What follows belongs to an exercise in optimizing a design on an open flow for small area, a short achievable clock period and few clock cycles per item; a production flow would make more cautious choices.
Where RTL was checked, it was by simulation tests only, not by an equivalence proof against the original.

Setup of oak:
==> module geofence, before the edit <==
module geofence (clk,
                 reset,
                 X,
                 Y,
                 valid,
                 is_inside);
    input clk;
    input reset;
    input [9:0] X;
    input [9:0] Y;
    output valid;
    output is_inside;
    reg [3:0] cnt;
    reg [9:0] px, py;
    reg [10:0] ux, sx, sy, ex, ey;        
    reg uys;                              
    reg [9:0] uyn;                        
    wire [10:0] uy = {uys, ~uyn};
    reg ins, vld;
    wire cs, ce;
    wire [9:0] nsx = ~sx[9:0], nex = ~ex[9:0], nuy = uyn;
    CrossProduct C0 (.ax(sx), .ay(sy), .bx(ux), .by(uy), .nax(nsx), .nby(nuy), .pos(cs));
    CrossProduct C1 (.ax(ex), .ay(ey), .bx(ux), .by(uy), .nax(nex), .nby(nuy), .pos(ce));
    assign valid = vld;
    assign is_inside = ins;
    always @(posedge clk or posedge reset) begin
        if (reset) begin
            cnt <= 4'd0;
            vld <= 1'b0;
        end else begin
            cnt <= (cnt == 4'd8) ? 4'd0 : cnt + 4'd1;
            vld <= (cnt == 4'd7);
        end
    end
    wire [10:0] dx = {1'b0, X} - {1'b0, px};
    wire [10:0] dy = {1'b0, Y} - {1'b0, py};
    wire [9:0] lx, ly;    
    assign lx[0] = 1'b0;
    assign ly[0] = 1'b0;
    genvar j;
    generate
        for (j = 1; j < 10; j = j + 1) begin : neg
            assign lx[j] = lx[j-1] | dx[j-1];
            assign ly[j] = ly[j-1] | dy[j-1];
        end
    endgenerate
    wire [9:0] mx = dx[9:0] ^ ({10{dx[10]}} & lx);
    wire [9:0] my = dy[9:0] ^ ({10{dy[10]}} & ly);
    wire place = cnt >= 4'd3 && cnt <= 4'd7;
    always @(posedge clk) begin
        if (cnt == 4'd0) begin
            px <= X;
            py <= Y;
        end
        ux <= {dx[10], mx};
        uys <= dy[10];
        uyn <= ~my;
        if (cnt == 4'd2 || (place && !cs && !ce)) begin
            sx <= ux;
            sy <= uy;
        end
        if (cnt == 4'd2 || (place && cs && ce)) begin
            ex <= ux;
            ey <= uy;
        end
        if (cnt == 4'd2)
            ins <= 1'b0;
        else if (place && !cs && ce)
            ins <= 1'b1;
    end
endmodule
Settings: LEC_CHECK=0, CAP_MARGIN=20, CORE_MARGIN=2, CORE_UTILIZATION=40, CTS_BUF_LIST=sky130_fd_sc_hd__clkbuf_4 sky130_fd_sc_hd__clkbuf_8, SETUP_SLACK_MARGIN=1.5, SLEW_MARGIN=20, SYNTH_HIERARCHICAL=1, SYNTH_MINIMUM_KEEP_SIZE=0; clock period 7.5 ns.
run.sh (not shown) runs the stock make flow with config.mk's settings and CLKGATE_MAP_FILE= SYNTH_SCRIPT=/design/flow/synth_recipe.tcl, a recipe that flattens the netlist after the stock synthesis.
Every stage of the flow completed for oak, and the final layout passed the timing, design-rule and antenna checks.
Testbench counts of oak, summed over its fixed seeds: cycles 28,800, tests 3,200.
For pine, these inputs were changed with respect to oak:
--- a/flow/design.v
+++ b/flow/design.v
@@ -526,21 +526,30 @@
     input [9:0] X;
     input [9:0] Y;
     output valid;
     output is_inside;
     reg [3:0] cnt;
     reg [9:0] px, py;
-    reg [10:0] ux, sx, sy, ex, ey;        
-    reg uys;                              
-    reg [9:0] uyn;                        
-    wire [10:0] uy = {uys, ~uyn};
+    reg ux_s, uy_s, upx_s, upy_s, sx_s, sy_s, ex_s, ey_s;
+    reg [9:0] ux_m, upx_m, sx_m, ex_m;    
+    reg [9:0] uy_n, upy_n, sy_n, ey_n;    
+    reg sel_s, sel_e;
     reg ins, vld;
+    wire scx_s = sel_s ? upx_s : sx_s;
+    wire scy_s = sel_s ? upy_s : sy_s;
+    wire ecx_s = sel_e ? upx_s : ex_s;
+    wire ecy_s = sel_e ? upy_s : ey_s;
+    wire [9:0] scx_n = ~(sel_s ? upx_m : sx_m);
+    wire [9:0] scy_m = ~(sel_s ? upy_n : sy_n);
+    wire [9:0] ecx_n = ~(sel_e ? upx_m : ex_m);
+    wire [9:0] ecy_m = ~(sel_e ? upy_n : ey_n);
     wire cs, ce;
-    wire [9:0] nsx = ~sx[9:0], nex = ~ex[9:0], nuy = uyn;
-    CrossProduct C0 (.ax(sx), .ay(sy), .bx(ux), .by(uy), .nax(nsx), .nby(nuy), .pos(cs));
-    CrossProduct C1 (.ax(ex), .ay(ey), .bx(ux), .by(uy), .nax(nex), .nby(nuy), .pos(ce));
+    CrossProduct C0 (.ax({scx_s, 10'd0}), .ay({scy_s, scy_m}), .bx({ux_s, ux_m}), .by({uy_s, 10'd0}),
+                     .nax(scx_n), .nby(uy_n), .pos(cs));
+    CrossProduct C1 (.ax({ecx_s, 10'd0}), .ay({ecy_s, ecy_m}), .bx({ux_s, ux_m}), .by({uy_s, 10'd0}),
+                     .nax(ecx_n), .nby(uy_n), .pos(ce));
     assign valid = vld;
     assign is_inside = ins;
     always @(posedge clk or posedge reset) begin
         if (reset) begin
             cnt <= 4'd0;
             vld <= 1'b0;
@@ -566,23 +575,34 @@
     wire place = cnt >= 4'd3 && cnt <= 4'd7;
     always @(posedge clk) begin
         if (cnt == 4'd0) begin
             px <= X;
             py <= Y;
         end
-        ux <= {dx[10], mx};
-        uys <= dy[10];
-        uyn <= ~my;
-        if (cnt == 4'd2 || (place && !cs && !ce)) begin
-            sx <= ux;
-            sy <= uy;
+        ux_s <= dx[10];
+        ux_m <= mx;
+        uy_s <= dy[10];
+        uy_n <= ~my;
+        upx_s <= ux_s;
+        upx_m <= ux_m;
+        upy_s <= uy_s;
+        upy_n <= uy_n;
+        if (sel_s) begin
+            sx_s <= upx_s;
+            sx_m <= upx_m;
+            sy_s <= upy_s;
+            sy_n <= upy_n;
         end
-        if (cnt == 4'd2 || (place && cs && ce)) begin
-            ex <= ux;
-            ey <= uy;
+        if (sel_e) begin
+            ex_s <= upx_s;
+            ex_m <= upx_m;
+            ey_s <= upy_s;
+            ey_n <= upy_n;
         end
+        sel_s <= cnt == 4'd2 || (place && !cs && !ce);
+        sel_e <= cnt == 4'd2 || (place && cs && ce);
         if (cnt == 4'd2)
             ins <= 1'b0;
         else if (place && !cs && ce)
             ins <= 1'b1;
     end
 endmodule
Findings:
- pine | stages: all done | timing, DRC, antenna: all pass
- For the number of cells on the worst hold path, pine came in 1 lower than oak did.
- Relative to oak, final-layout fill cell count has increased by about 7% in pine.
- The wire length in pine is 1.08 times that in oak.
- Arrival time of data at the critical path endpoint, pine and oak, lower one = oak.
- Setup slack: pine less than oak
For pine, only the layout was checked, not whether the RTL still works.

* * *

the baseline:
Another version of the RTL of geofence (not shown whole).
Size in the first run: roughly 1500 cells after synthesis, about 24 I/O pins, ~15000 µm² of cells after synthesis.
==> module geofence, before the edit <==
module geofence (clk,
                 reset,
                 X,
                 Y,
                 valid,
                 is_inside);
    input clk;
    input reset;
    input [9:0] X;
    input [9:0] Y;
    output valid;
    output is_inside;
    reg [3:0] cnt;
    reg [9:0] px, py;
    reg [10:0] ux, uy, sx, sy, ex, ey;    
    reg ins, vld;
    wire cs, ce;
    wire [5:0] ux_one, ux_two, ux_neg, uy_one, uy_two, uy_neg;
    BoothEnc BX (.m(ux[9:0]), .one(ux_one), .two(ux_two), .neg(ux_neg));
    BoothEnc BY (.m(uy[9:0]), .one(uy_one), .two(uy_two), .neg(uy_neg));
    CrossProduct C0 (.ax(sx), .ay(sy),
                     .bx_sign(ux[10]), .bx_one(ux_one), .bx_two(ux_two), .bx_neg(ux_neg),
                     .by_sign(uy[10]), .by_one(uy_one), .by_two(uy_two), .by_neg(uy_neg),
                     .pos(cs));
    CrossProduct C1 (.ax(ex), .ay(ey),
                     .bx_sign(ux[10]), .bx_one(ux_one), .bx_two(ux_two), .bx_neg(ux_neg),
                     .by_sign(uy[10]), .by_one(uy_one), .by_two(uy_two), .by_neg(uy_neg),
                     .pos(ce));
    assign valid = vld;
    assign is_inside = ins;
    always @(posedge clk or posedge reset) begin
        if (reset) begin
            cnt <= 4'd0;
            vld <= 1'b0;
        end else begin
            cnt <= (cnt == 4'd8) ? 4'd0 : cnt + 4'd1;
            vld <= (cnt == 4'd7);
        end
    end
    wire [10:0] dx = {1'b0, X} - {1'b0, px};
    wire [10:0] dy = {1'b0, Y} - {1'b0, py};
    wire [9:0] nx = px - X;
    wire [9:0] ny = py - Y;
    wire place = cnt >= 4'd3 && cnt <= 4'd7;
    always @(posedge clk) begin
        if (cnt == 4'd0) begin
            px <= X;
            py <= Y;
        end
        ux <= {dx[10], dx[10] ? nx : dx[9:0]};
        uy <= {dy[10], dy[10] ? ny : dy[9:0]};
        if (cnt == 4'd2 || (place && !cs && !ce)) begin
            sx <= ux;
            sy <= uy;
        end
        if (cnt == 4'd2 || (place && cs && ce)) begin
            ex <= ux;
            ey <= uy;
        end
        if (cnt == 4'd2)
            ins <= 1'b0;
        else if (place && !cs && ce)
            ins <= 1'b1;
    end
endmodule
export LEC_CHECK = 0
export CAP_MARGIN = 20
export CORE_MARGIN = 2
export CORE_UTILIZATION = 40
export SETUP_SLACK_MARGIN = 2.0
export SLEW_MARGIN = 20
export SYNTH_HIERARCHICAL = 1
export SYNTH_MINIMUM_KEEP_SIZE = 0
create_clock -name core_clock -period 7.5 [get_ports {clk}]
Testbench counts of the baseline, summed over its fixed seeds: cycles 28,800, tests 3,200.
Here is what was changed in the inputs of the candidate compared with the baseline.
--- a/flow/design.v
+++ b/flow/design.v
@@ -451,15 +451,14 @@
     output is_inside;
     reg [3:0] cnt;
     reg [9:0] px, py;
     reg [10:0] ux, uy, sx, sy, ex, ey;    
     reg ins, vld;
     wire cs, ce;
-    wire [5:0] ux_one, ux_two, ux_neg, uy_one, uy_two, uy_neg;
-    BoothEnc BX (.m(ux[9:0]), .one(ux_one), .two(ux_two), .neg(ux_neg));
-    BoothEnc BY (.m(uy[9:0]), .one(uy_one), .two(uy_two), .neg(uy_neg));
+    reg [5:0] ux_one, ux_two, ux_neg, uy_one, uy_two, uy_neg;
+    wire [5:0] dx_one, dx_two, dx_neg, dy_one, dy_two, dy_neg;
     CrossProduct C0 (.ax(sx), .ay(sy),
                      .bx_sign(ux[10]), .bx_one(ux_one), .bx_two(ux_two), .bx_neg(ux_neg),
                      .by_sign(uy[10]), .by_one(uy_one), .by_two(uy_two), .by_neg(uy_neg),
                      .pos(cs));
     CrossProduct C1 (.ax(ex), .ay(ey),
                      .bx_sign(ux[10]), .bx_one(ux_one), .bx_two(ux_two), .bx_neg(ux_neg),
@@ -477,20 +476,30 @@
         end
     end
     wire [10:0] dx = {1'b0, X} - {1'b0, px};
     wire [10:0] dy = {1'b0, Y} - {1'b0, py};
     wire [9:0] nx = px - X;
     wire [9:0] ny = py - Y;
+    wire [9:0] mx = dx[10] ? nx : dx[9:0];
+    wire [9:0] my = dy[10] ? ny : dy[9:0];
     wire place = cnt >= 4'd3 && cnt <= 4'd7;
+    BoothEnc BX (.m(mx), .one(dx_one), .two(dx_two), .neg(dx_neg));
+    BoothEnc BY (.m(my), .one(dy_one), .two(dy_two), .neg(dy_neg));
     always @(posedge clk) begin
         if (cnt == 4'd0) begin
             px <= X;
             py <= Y;
         end
-        ux <= {dx[10], dx[10] ? nx : dx[9:0]};
-        uy <= {dy[10], dy[10] ? ny : dy[9:0]};
+        ux <= {dx[10], mx};
+        uy <= {dy[10], my};
+        ux_one <= dx_one;
+        ux_two <= dx_two;
+        ux_neg <= dx_neg;
+        uy_one <= dy_one;
+        uy_two <= dy_two;
+        uy_neg <= dy_neg;
         if (cnt == 4'd2 || (place && !cs && !ce)) begin
             sx <= ux;
             sy <= uy;
         end
         if (cnt == 4'd2 || (place && cs && ce)) begin
             ex <= ux;
### Flow results
The candidate finished all stages; the layout is clean. In the candidate relative to the baseline, die boundary width had gone up by a few percent. [compare] base=the baseline new=the candidate: via count picked up an extra 316, maximum number of pins on one net before global-route repair lost 22, total track usage lost 0.83 points, tightest slew margin relative to the limit lost 16 points. Of the candidate and the baseline, it is the candidate that has the higher number of buffers added by the clock tree synthesis step.
For the candidate, only the layout was checked, not whether the RTL still works.

* * *

Another version of the RTL of geofence (not shown whole).
Size: about 24 I/O pins.
clock: 7.5 ns
lec_check: 0
cap_margin: 20
core_margin: 2
core_utilization: 40
setup_slack_margin: 2.0
slew_margin: 20
synth_hierarchical: 1
synth_minimum_keep_size: 0
Testbench counts at the start, summed over its fixed seeds: cycles 28,800, tests 3,200.
Edit:
--- a/flow/design.v
+++ b/flow/design.v
@@ -467,15 +467,20 @@
     reg [3:0] cnt;
     reg [9:0] px, py;
-    reg [10:0] ux, uy, sx, sy, ex, ey;    
+    reg [10:0] ux, uy, upx, upy, sx, sy, ex, ey;    
+    reg sel_s, sel_e;
     reg ins, vld;
+    wire [10:0] scx = sel_s ? upx : sx;
+    wire [10:0] scy = sel_s ? upy : sy;
+    wire [10:0] ecx = sel_e ? upx : ex;
+    wire [10:0] ecy = sel_e ? upy : ey;
     wire cs, ce;
     wire [5:0] ux_one, ux_two, ux_neg, uy_one, uy_two, uy_neg;
     BoothEnc BX (.m(ux[9:0]), .one(ux_one), .two(ux_two), .neg(ux_neg));
     BoothEnc BY (.m(uy[9:0]), .one(uy_one), .two(uy_two), .neg(uy_neg));
-    CrossProduct C0 (.ax(sx), .ay(sy),
+    CrossProduct C0 (.ax(scx), .ay(scy),
                      .bx_sign(ux[10]), .bx_one(ux_one), .bx_two(ux_two), .bx_neg(ux_neg),
                      .by_sign(uy[10]), .by_one(uy_one), .by_two(uy_two), .by_neg(uy_neg),
                      .pos(cs));
-    CrossProduct C1 (.ax(ex), .ay(ey),
+    CrossProduct C1 (.ax(ecx), .ay(ecy),
                      .bx_sign(ux[10]), .bx_one(ux_one), .bx_two(ux_two), .bx_neg(ux_neg),
                      .by_sign(uy[10]), .by_one(uy_one), .by_two(uy_two), .by_neg(uy_neg),
@@ -504,12 +509,12 @@
         ux <= {dx[10], dx[10] ? nx : dx[9:0]};
         uy <= {dy[10], dy[10] ? ny : dy[9:0]};
-        if (cnt == 4'd2 || (place && !cs && !ce)) begin
-            sx <= ux;
-            sy <= uy;
-        end
-        if (cnt == 4'd2 || (place && cs && ce)) begin
-            ex <= ux;
-            ey <= uy;
-        end
+        upx <= ux;
+        upy <= uy;
+        sx <= scx;
+        sy <= scy;
+        ex <= ecx;
+        ey <= ecy;
+        sel_s <= cnt == 4'd2 || (place && !cs && !ce);
+        sel_e <= cnt == 4'd2 || (place && cs && ce);
         if (cnt == 4'd2)
             ins <= 1'b0;
After rerunning: Synthesized area is higher by a few percent; worst setup slack improves by 0.51 ns; design area rose by roughly a tenth; flip-flop and latch count increases by 24; die area increases by a few percent; critical path depth stays the same; routed wire length is higher by roughly a tenth.
For the second run of this note, only the layout was checked, not whether the RTL still works.

* * *

geofence, a different RTL version from the one above (not shown whole).
Size: about 1400 cells after synthesis, ~24 I/O pins, about 0.014 mm2 of cells after synthesis.
==> module geofence, before the edit <==
module geofence (clk,
                 reset,
                 X,
                 Y,
                 valid,
                 is_inside);
    input clk;
    input reset;
    input [9:0] X;
    input [9:0] Y;
    output valid;
    output is_inside;
    reg [3:0] cnt;
    reg [9:0] px, py;
    reg [10:0] ux, uy, sx, sy, ex, ey;    
    reg ins, vld;
    wire cs, ce;
    wire [9:0] nsx = ~sx[9:0], nex = ~ex[9:0], nuy = ~uy[9:0];
    CrossProduct C0 (.ax(sx), .ay(sy), .bx(ux), .by(uy), .nax(nsx), .nby(nuy), .pos(cs));
    CrossProduct C1 (.ax(ex), .ay(ey), .bx(ux), .by(uy), .nax(nex), .nby(nuy), .pos(ce));
    assign valid = vld;
    assign is_inside = ins;
    always @(posedge clk or posedge reset) begin
        if (reset) begin
            cnt <= 4'd0;
            vld <= 1'b0;
        end else begin
            cnt <= (cnt == 4'd8) ? 4'd0 : cnt + 4'd1;
            vld <= (cnt == 4'd7);
        end
    end
    wire [10:0] dx = {1'b0, X} - {1'b0, px};
    wire [10:0] dy = {1'b0, Y} - {1'b0, py};
    wire [9:0] lx, ly;    
    assign lx[0] = 1'b0;
    assign ly[0] = 1'b0;
    genvar j;
    generate
        for (j = 1; j < 10; j = j + 1) begin : neg
            assign lx[j] = lx[j-1] | dx[j-1];
            assign ly[j] = ly[j-1] | dy[j-1];
        end
    endgenerate
    wire [9:0] mx = dx[9:0] ^ ({10{dx[10]}} & lx);
    wire [9:0] my = dy[9:0] ^ ({10{dy[10]}} & ly);
    wire place = cnt >= 4'd3 && cnt <= 4'd7;
    always @(posedge clk) begin
        if (cnt == 4'd0) begin
            px <= X;
            py <= Y;
        end
        ux <= {dx[10], mx};
        uy <= {dy[10], my};
        if (cnt == 4'd2 || (place && !cs && !ce)) begin
            sx <= ux;
            sy <= uy;
        end
        if (cnt == 4'd2 || (place && cs && ce)) begin
            ex <= ux;
            ey <= uy;
        end
        if (cnt == 4'd2)
            ins <= 1'b0;
        else if (place && !cs && ce)
            ins <= 1'b1;
    end
endmodule
==> flow/config.mk <==
export PLATFORM = sky130hd
export DESIGN_NAME = geofence
export DESIGN_NICKNAME = geofence
export VERILOG_FILES = /design/flow/design.v
export SDC_FILE = /design/flow/constraint.sdc
export NUM_CORES = 4
export LEC_CHECK = 0
export CAP_MARGIN = 20
export CORE_MARGIN = 2
export CORE_UTILIZATION = 40
export CTS_BUF_LIST = sky130_fd_sc_hd__clkbuf_4 sky130_fd_sc_hd__clkbuf_8
export SETUP_SLACK_MARGIN = 1.75
export SLEW_MARGIN = 20
export SYNTH_HIERARCHICAL = 1
export SYNTH_MINIMUM_KEEP_SIZE = 0
==> flow/constraint.sdc <==
create_clock -name core_clock -period 7.5 [get_ports {clk}]
set_input_delay 1.5000 -clock core_clock [delete_from_list [all_inputs] [get_ports {clk}]]
set_output_delay 1.5000 -clock core_clock [all_outputs]
set_load 0.01 [all_outputs]
Testbench counts at the start, summed over its fixed seeds: cycles 28,800, tests 3,200.
==> next run, changes <==
--- a/flow/design.v
+++ b/flow/design.v
@@ -528,12 +528,15 @@
     output valid;
     output is_inside;
     reg [3:0] cnt;
     reg [9:0] px, py;
-    reg [10:0] ux, uy, sx, sy, ex, ey;    
+    reg [10:0] ux, sx, sy, ex, ey;        
+    reg uys;                              
+    reg [9:0] uyn;                        
+    wire [10:0] uy = {uys, ~uyn};
     reg ins, vld;
     wire cs, ce;
-    wire [9:0] nsx = ~sx[9:0], nex = ~ex[9:0], nuy = ~uy[9:0];
+    wire [9:0] nsx = ~sx[9:0], nex = ~ex[9:0], nuy = uyn;
     CrossProduct C0 (.ax(sx), .ay(sy), .bx(ux), .by(uy), .nax(nsx), .nby(nuy), .pos(cs));
     CrossProduct C1 (.ax(ex), .ay(ey), .bx(ux), .by(uy), .nax(nex), .nby(nuy), .pos(ce));
     assign valid = vld;
     assign is_inside = ins;
@@ -566,9 +569,10 @@
             px <= X;
             py <= Y;
         end
         ux <= {dx[10], mx};
-        uy <= {dy[10], my};
+        uys <= dy[10];
+        uyn <= ~my;
         if (cnt == 4'd2 || (place && !cs && !ce)) begin
             sx <= ux;
             sy <= uy;
         end
The changed run completed without violations.
Wire length barely changes.
Via count is higher by 1.6%.
Flip-flop and latch count stays the same.
Worst hold slack gets better by 0.018 ns.
Setup slack improves by 0.0035 ns.
Testbench counts after the change, summed over its fixed seeds: cycles 28,800, tests 3,200.

[static timing again, ports no longer ideal]
Ports are ideal in the flow. The routed layouts listed here were re-timed in OpenROAD. Step 1 sets driving cells, clkbuf_16 on the clock port and buf_2 on the other inputs (assumed; they add their load-dependent delay and slew). Step 2 also shifts input and output timing later by t, the mid clock arrival at the registers, as if the neighbouring blocks saw the same clock. a / b / c = ideal / step 1 / step 2; a / b = the first two.
run	shift t [ns]	setup WS [ns]	worst hold slack (ns)	worst setup path after step 2
oak	0.395	1.779 / 1.779 / 1.779	0.491 / 0.491 / 0.491	register to register
pine	0.480	1.655 / 1.655 / 1.655	0.398 / 0.398 / 0.398	register to register
the baseline	0.376	1.753 / 1.753 / 1.753	0.496 / 0.496 / 0.496	register to register
the candidate	0.448	1.945 / 1.945 / 1.945	0.436 / 0.436 / 0.436	register to register
the first run of note 3	0.379	1.418 / 1.418 / 1.418	0.485 / 0.485 / 0.485	register to register
the second run of note 3	0.453	1.931 / 1.931 / 1.931	0.403 / 0.403 / 0.403	register to register
the first run of note 4	0.403	1.922 / 1.922 / 1.922	0.482 / 0.482 / 0.482	register to register
the second run of note 4	0.398	1.925 / 1.925 / 1.925	0.499 / 0.499 / 0.499	register to register
After both steps setup and hold are still met in every run listed.
